From an optimization exercise on the open Yosys and OpenROAD flow, aimed at small area and a short achievable clock period; shortcuts taken in it are not production practice.
The RTL was checked by simulation tests, not by an equivalence proof against the original design.

==> flow/design.v <==
module fp_addsub_core (a, b, op, z);
parameter sig_width = 17;
parameter exp_width = 6;
localparam W    = sig_width + exp_width + 1;
localparam EMAX = (1 << exp_width) - 1;
localparam SW1  = sig_width + 1;           
localparam XW   = SW1 + 3;                 
input  [W-1:0] a, b;
input          op;
output [W-1:0] z;
reg    [W-1:0] z;
wire                 sa = a[W-1];
wire                 sb = b[W-1] ^ op;
wire [exp_width-1:0] ea = a[W-2:sig_width];
wire [exp_width-1:0] eb = b[W-2:sig_width];
wire [sig_width-1:0] fa = a[sig_width-1:0];
wire [sig_width-1:0] fb = b[sig_width-1:0];
wire a_nan = (ea == EMAX) && (fa != 0);
wire b_nan = (eb == EMAX) && (fb != 0);
wire a_inf = (ea == EMAX) && (fa == 0);
wire b_inf = (eb == EMAX) && (fb == 0);
wire swap = {eb, fb} > {ea, fa};
wire                 sx = swap ? sb : sa;
wire                 sy = swap ? sa : sb;
wire [exp_width-1:0] ex = swap ? eb : ea;
wire [exp_width-1:0] ey = swap ? ea : eb;
wire [sig_width-1:0] fx = swap ? fb : fa;
wire [sig_width-1:0] fy = swap ? fa : fb;
wire [exp_width-1:0] ex1 = (ex == 0) ? 1 : ex;
wire [exp_width-1:0] ey1 = (ey == 0) ? 1 : ey;
wire [SW1-1:0] mx = {(ex != 0), fx};
wire [SW1-1:0] my = {(ey != 0), fy};
wire [exp_width-1:0] d = ex1 - ey1;
wire sub = sx ^ sy;
wire [2*XW-1:0] yshift = {my, 3'b000, {XW{1'b0}}} >> d;
wire [XW-1:0]   ax = {mx, 3'b000};
wire [XW-1:0]   ay = {yshift[2*XW-1:XW+1], yshift[XW] | (|yshift[XW-1:0])};
wire [XW:0]     sum = sub ? ({1'b0, ax} - {1'b0, ay}) : ({1'b0, ax} + {1'b0, ay});
reg  [XW:0] t;
reg  [4:0]  lz;
always @(*) begin
   t  = sum;
   lz = 5'd0;
   if (t[XW:XW-15] == 0) begin t = t << 16; lz = lz + 5'd16; end
   if (t[XW:XW-7]  == 0) begin t = t << 8;  lz = lz + 5'd8;  end
   if (t[XW:XW-3]  == 0) begin t = t << 4;  lz = lz + 5'd4;  end
   if (t[XW:XW-1]  == 0) begin t = t << 2;  lz = lz + 5'd2;  end
   if (t[XW]       == 0) begin t = t << 1;  lz = lz + 5'd1;  end
end
reg  [XW:0]          norm;
reg  [exp_width:0]   er;
always @(*) begin
   if (lz == 0) begin
      norm = {1'b0, sum[XW:2], sum[1] | sum[0]};
      er   = {1'b0, ex1} + 1'b1;
   end
   else if ({1'b0, lz} - 6'd1 < {1'b0, ex1}) begin
      norm = sum << (lz - 5'd1);
      er   = {1'b0, ex1} - ({2'b00, lz} - 7'd1);
   end
   else begin
      norm = sum << (ex1 - 1'b1);
      er   = 0;
   end
end
wire [SW1-1:0] sig = norm[XW-1:3];
wire           g   = norm[2];
wire           s   = norm[1] | norm[0];
wire           rup = g & (s | sig[0]);
wire [W-2:0]   mag = {er[exp_width-1:0], sig[sig_width-1:0]} + {{(W-2){1'b0}}, rup};
always @(*) begin
   if (a_nan || b_nan || (a_inf && b_inf && (sa != sb)))
      z = {1'b0, {exp_width{1'b1}}, {(sig_width-1){1'b0}}, 1'b1};
   else if (a_inf)
      z = {sa, {exp_width{1'b1}}, {sig_width{1'b0}}};
   else if (b_inf)
      z = {sb, {exp_width{1'b1}}, {sig_width{1'b0}}};
   else if (sum == 0)
      z = {sa & sb, {(W-1){1'b0}}};
   else if (er[exp_width] || er[exp_width-1:0] == EMAX || mag[W-2:sig_width] == EMAX)
      z = {sx, {exp_width{1'b1}}, {sig_width{1'b0}}};
   else
      z = {sx, mag};
end
endmodule
module fp_mult_core (a, b, z);
parameter sig_width = 17;
parameter exp_width = 6;
localparam W    = sig_width + exp_width + 1;
localparam EMAX = (1 << exp_width) - 1;
localparam BIAS = (1 << (exp_width - 1)) - 1;
localparam SW1  = sig_width + 1;           
localparam PW   = 2 * SW1;                 
localparam RW   = PW + 26;                 
input  [W-1:0] a, b;
output [W-1:0] z;
reg    [W-1:0] z;
wire                 sa = a[W-1];
wire                 sb = b[W-1];
wire [exp_width-1:0] ea = a[W-2:sig_width];
wire [exp_width-1:0] eb = b[W-2:sig_width];
wire [sig_width-1:0] fa = a[sig_width-1:0];
wire [sig_width-1:0] fb = b[sig_width-1:0];
wire                 sz = sa ^ sb;
wire a_nan  = (ea == EMAX) && (fa != 0);
wire b_nan  = (eb == EMAX) && (fb != 0);
wire a_inf  = (ea == EMAX) && (fa == 0);
wire b_inf  = (eb == EMAX) && (fb == 0);
wire a_zero = (ea == 0) && (fa == 0);
wire b_zero = (eb == 0) && (fb == 0);
wire [exp_width-1:0] ea1 = (ea == 0) ? 1 : ea;
wire [exp_width-1:0] eb1 = (eb == 0) ? 1 : eb;
wire [SW1-1:0] ma = {(ea != 0), fa};
wire [SW1-1:0] mb = {(eb != 0), fb};
wire [PW-1:0] p = ma * mb;
reg  [PW-1:0] n;
reg  [5:0]    lz;
always @(*) begin
   n  = p;
   lz = 6'd0;
   if (n[PW-1:PW-32] == 0) begin n = n << 32; lz = lz + 6'd32; end
   if (n[PW-1:PW-16] == 0) begin n = n << 16; lz = lz + 6'd16; end
   if (n[PW-1:PW-8]  == 0) begin n = n << 8;  lz = lz + 6'd8;  end
   if (n[PW-1:PW-4]  == 0) begin n = n << 4;  lz = lz + 6'd4;  end
   if (n[PW-1:PW-2]  == 0) begin n = n << 2;  lz = lz + 6'd2;  end
   if (n[PW-1]       == 0) begin n = n << 1;  lz = lz + 6'd1;  end
end
wire signed [8:0] er = $signed({3'b000, ea1}) + $signed({3'b000, eb1})
                       - BIAS + 1 - $signed({3'b000, lz});
wire [8:0]    rs_full = 9'd1 - er;
wire          rs_big  = (er < -60);
wire [5:0]    rs      = rs_full[5:0];
wire [RW-1:0] wide    = {n, 26'd0};
wire [RW-1:0] shr     = rs_big ? {RW{1'b0}} : (wide >> rs);
wire [RW-1:0] lostm   = rs_big ? {RW{1'b1}} : ~({RW{1'b1}} << rs);
wire          lost    = |(wide & lostm);
wire          norm_ok = (er >= 1);
wire [SW1-1:0] sig = norm_ok ? n[PW-1:PW-SW1] : shr[RW-1:RW-SW1];
wire           g   = norm_ok ? n[PW-SW1-1]    : shr[RW-SW1-1];
wire           s   = norm_ok ? (|n[PW-SW1-2:0]) : ((|shr[RW-SW1-2:0]) | lost);
wire           rup = g & (s | sig[0]);
wire [exp_width-1:0] ef = norm_ok ? er[exp_width-1:0] : {exp_width{1'b0}};
wire [W-2:0]   mag = {ef, sig[sig_width-1:0]} + {{(W-2){1'b0}}, rup};
always @(*) begin
   if (a_nan || b_nan || (a_inf && b_zero) || (b_inf && a_zero))
      z = {1'b0, {exp_width{1'b1}}, {(sig_width-1){1'b0}}, 1'b1};
   else if (a_inf || b_inf)
      z = {sz, {exp_width{1'b1}}, {sig_width{1'b0}}};
   else if (a_zero || b_zero)
      z = {sz, {(W-1){1'b0}}};
   else if ((er >= EMAX) || (mag[W-2:sig_width] == EMAX))
      z = {sz, {exp_width{1'b1}}, {sig_width{1'b0}}};
   else
      z = {sz, mag};
end
endmodule
module fp_addsub_24(in1,in2,mode,opt);
parameter sig_width = 17;
parameter exp_width = 6;
parameter ieee_compliance = 1;
input [sig_width+exp_width : 0] in1;
input [sig_width+exp_width: 0] in2;
output [sig_width+exp_width :0]opt;
input mode;
    fp_addsub_core #(sig_width, exp_width)
	  U1 ( .a(in1), .b(in2), .op(mode), .z(opt));
endmodule
module DW_fp_mult_inst( inst_a, inst_b,z_inst);
parameter sig_width = 17;
parameter exp_width = 6;
parameter ieee_compliance = 1;
input [sig_width+exp_width : 0] inst_a;
input [sig_width+exp_width: 0] inst_b;
output [sig_width+exp_width: 0] z_inst;
    fp_mult_core #(sig_width, exp_width)
	  U1 ( .a(inst_a), .b(inst_b), .z(z_inst) );
endmodule
module mlt_cplx(in1,in2,op,clock);
parameter width=48; 
parameter msb =(width)/2;
parameter lsb =(width-2)/2;
input [width-1 :0] in1,in2;
input clock;
output reg [(width-1) :0] op;
wire [(width-2)/2 :0] m_r_t,m_i_t;
wire [(width-2)/2 :0] in1_r,in1_i,in2_r,in2_i;
wire [(width-2)/2 :0] m_rr,m_ii,m_ri,m_ir;
assign in1_r=in1[width-1:msb];
assign in1_i=in1[lsb:0];
assign in2_r=in2[width-1:msb];
assign in2_i=in2[lsb:0];
DW_fp_mult_inst m1(in1_r,in2_r,m_rr);
DW_fp_mult_inst m2(in1_i,in2_i,m_ii);
DW_fp_mult_inst m3(in1_r,in2_i,m_ri);
DW_fp_mult_inst m4(in1_i,in2_r,m_ir);
fp_addsub_24 m5(m_rr,m_ii,1'b1,m_r_t);
fp_addsub_24 m6(m_ri,m_ir,1'b0,m_i_t); 
always@(posedge clock)
	op <= {m_r_t,m_i_t};
endmodule
==> flow/run.sh <==
#!/bin/bash
# synth_recipe.tcl (not shown) runs the flow's synth.tcl, then flattens the netlist and writes it again
# the make line also repeats each setting of config.mk as NAME=value (left out here)
make -C /OpenROAD-flow-scripts/flow DESIGN_CONFIG=/design/flow/config.mk WORK_HOME=/design/flow/orfs CLKGATE_MAP_FILE= SYNTH_SCRIPT=/design/flow/synth_recipe.tcl finish
==> flow/config.mk <==
export PLATFORM = sky130hd
export DESIGN_NAME = mlt_cplx
export DESIGN_NICKNAME = mlt_cplx
export VERILOG_FILES = /design/flow/design.v
export SDC_FILE = /design/flow/constraint.sdc
export NUM_CORES = 8
export LEC_CHECK = 0
export CAP_MARGIN = 20
export CORE_MARGIN = 2
export CORE_UTILIZATION = 40
export SLEW_MARGIN = 20
==> flow/constraint.sdc <==
create_clock -name core_clock -period 35.0 [get_ports {clock}]
set_input_delay 7.0000 -clock core_clock [delete_from_list [all_inputs] [get_ports {clock}]]
set_output_delay 7.0000 -clock core_clock [all_outputs]
set_load 0.01 [all_outputs]
==> results.txt <==
Yosys cell counts (all sizes together) (61+ instances only):
cell type / number
o221ai: 72
xnor2: 196
or3: 91
a211o: 61
a21o: 164
clkbuf: 647
o31ai: 103
a221oi: 65
a22oi: 69
nand3: 335
o21a: 99
and3: 110
fa: 1038
xor2: 118
and2: 1363
a211oi: 168
a21oi: 661
ha: 718
o21bai: 80
nor4: 157
mux2: 118
o22ai: 109
or2: 84
mux2i: 245
nand2b: 90
buf: 207
inv: 1564
nor2: 895
o21ai: 622
nor3: 403
o211ai: 194
a31oi: 180
nand4: 157
nand2: 1042
cell type report:
| type | count | area share, % |
|---|---|---|
| Antenna cell | 15 | 0.0303 |
| Clock buffer | 6 | 0.104 |
| Clock inverter | 2 | 0.0282 |
| Inverter | 1570 | 4.76 |
| Multi-Input combinational cell | 10900 | 74.1 |
| Sequential cell | 48 | 0.775 |
| Tap cell | 3330 | 3.36 |
| Timing Repair Buffer | 2573 | 16.9 |
worst max-delay path: cells and delay by family:
kind / cells / cell delay (ps)
buffers and inverters: 23 / 3040
adder cells (fa/ha/maj): 18 / 5950
AND/OR/NAND/NOR: 61 / 9600
AO/OA/AOI/OAI: 40 / 8000
multiplexers: 1 / 60
XOR/XNOR: 2 / 510
path summary, 6_finish.rpt:
check | startpoint | end | slack [ps] | cells after the start
setup / recovery | in1[21] | op[35] | 970 | 145
hold / removal | in1[47] | op[23] | 7740 | 4
layer usage:
| metal | up-vias | wire length, microns | track usage, % |
|---|---|---|---|
| met5 | - | 84 | 0 |
| met4 | 14 | 18600 | 11.0 |
| met3 | 987 | 34600 | 3.77 |
| met2 | 4992 | 193000 | 52.4 |
| met1 | 54100 | 184000 | 44.3 |
| li1 | 50600 | - | - |
cells in the final DEF (no fill, tap or decap), types with 95 or more instances in the layout:
master	n
buf_4	2291
inv_1	1531
and2_1	1333
fa_1	1022
nand2_1	1016
nor2_1	837
ha_1	664
a21oi_1	587
o21ai_0	513
nor3_1	346
nand3_1	316
mux2i_1	234
o211ai_1	187
xnor2_1	179
a31oi_1	163
nand4_1	155
a21o_1	154
a211oi_1	145
nor4_1	120
mux2_2	110
xor2_1	109
o22ai_1	103
o21a_1	95
metrics by stage:
stage	setup TNS, ps	cell area, sq um	setup WS, ps	hold slack [ps]
floorplan	0	100000	5.75	7240
global placement	-25030	119000	-1270	7740
detailed placement	-26680	119000	-1220	7740
CTS	0	119000	4.58	7750
global route	-8560	124000	-393	7740
finish	0	124000	972	7740
cell families after synthesis:
| kind of cell | Yosys count | share of synthesized area, % |
|---|---|---|
| AND/OR/NAND/NOR | 4976 | 26.2 |
| adder cells (fa/ha/maj) | 1759 | 29.9 |
| multiplexers | 414 | 4.98 |
| buffers and inverters | 2431 | 10.4 |
| AO/OA/AOI/OAI | 3455 | 24.7 |
| flip-flops | 48 | 0.964 |
| XOR/XNOR | 314 | 2.76 |
timing repair:
item / 4_1_cts / 5_1_grt
gates resized for setup: 54 / 841
endpoints found under the setup margin: 39 / 46
gates cloned: 0 / 22
pin swaps: 6 / 345
buffers inserted: 3 / 159
==> summary.md <==
| Metric | Value |
|---|---|
| Post-synth EDFFs | `0` |
| Synthesized area | `0.0996 sq mm` |
| Die Height | `503 microns` |
| Top Ports | `145` |
| I/O Buffers | `144` |
| Dominant cell type by area after synthesis | `fa_1` |
| Min Tclk post-route | `34030 ps` |
| Final Hold Viols | `0` |
| Finished Core Util | `50.0%` |
| Drt drc | `0` |
| Vias in the first global route | `108000` |
| CP Launch Type | `input port` |
| Core Region | `0.248 sq mm` |
| HPWL after DPL | `346000 microns` |
| Initial antenna violation count | `30` |
| Status | `timing/DRC/antenna clean` |
| Setup Viol. Count Final | `0` |
| Top flop regs | `op (48)` |
| Clk buf depth | `2` |
| First-pass detailed-route iteration total | `9` |
| Area Overhead vs Synth | `24.5%` |
| Top reg by flops | `op` |
| Drt total wl | `430000 microns` |
| Cells after synthesis | `13400` |
| Die area | `0.253 sq mm` |
| Avg Inst Size Synth | `7.44 sq um` |
| Detailed-route wire length per cell | `23.3 microns` |
| WP data required | `35180 ps` |
| Footprint of the multi-input gates | `0.0919 sq mm` |
| GRT Util Overall | `32.3%` |
| Post-CTS Hold Fix Bufs | `0` |
| CP max FO | `24` |
| Row Count | `183` |
| Main area contributors after synthesis | `fa_1 (21%), ha_1 (9.0%), and2_1 (8.4%)` |
| Final Max Tran Viols | `0` |
| Seq cells post-synth | `48` |
| HP Class | `in2reg` |
| Max cap viols | `0` |
| Proportion of netlist area held by the largest area contributor | `20.9%` |
| Slowest stage delay, CP | `550 ps` |
| RSZ-0062 raised after global routing | `yes` |
| Initial Util | `40.1%` |
| Yosys cell types | `184` |
| FMAX | `0.0294 GHz` |
| Critical path arrival | `34210 ps` |
| Clock Pin Slew Worst Setup and Hold Paths | `70 ps` |
| CTS tree | `yes` |
| Placed insts | `18300` |
| Dominant synthesized flop cell | `dfxtp_1` |
| Crit-path slowest cell | `fa_1` |
| Worst relative slew slack | `20.0%` |
| Register area | `961 sq um` |
| Synth async-reset ratio | `0%` |
| Fin nets | `17000` |
| Vias | `111000` |
| Max FFs per register | `48` |
| Overflow after GRT | `0` |
| DIE WIDTH | `503 microns` |
| Number of vias per cell | `6.00` |
| Synthesized net count | `15300` |
| Share of layout cells above drive strength 1 | `23.8%` |
| CP endpoint kind | `flip-flop` |
| Most used cell, CP | `nor2_1` |
| Num CTS Buffers | `5` |
| RePlAce Congestion | `1.05` |
| Clk root buf | `clkbuf_16` |
| H-tree Lvls | `2` |
| Maximum number of pins on one net before global-route repair | `75` |
| Crit Path Class | `in2reg` |
| Fillers | `25000` |
| Yosys warning total | `3` |
| Post-route antenna net violation count | `0` |
| 1st-iter DRT viols | `11500` |
| Final std cells w/o fill | `18500` |
| Clk sinks | `48` |
| Global-route wire length before repair | `650000 microns` |
| Fin crit share | `97.2%` |
| Least-Margin Pin Slew | `1190 ps` |
| Seq/Total Area, Yosys | `0.964%` |

==> static timing again, ports no longer ideal <==
In the flow no input, the clock included, has a driving cell. The finished layout below was timed again as built, in two steps.
Step 1: set_driving_cell puts a clkbuf_16 on clock and a buf_2 on each other input, an assumption about the parent block.
Step 2, shift: input delay + t, output delay - t, t = (earliest + latest rising clock arrival at the registers) / 2. This alone moves slack from input paths to output paths.
a / b / c = ideal / step 1 / step 2; a / b = the first two.
shift t [ns]: 0.338
setup slack, ns: 0.972 / 0.947 / 0.610
hold WS [ns]: 7.736 / 7.792 / 7.762
clock arrival spread, ns: 0.008 / 0.009
worst register clock-pin slew, ns: 0.07 / 0.07
After both steps setup and hold are still met in this run. The setup slack of this run moves by -0.025 ns with the drivers and by -0.362 ns with both steps.
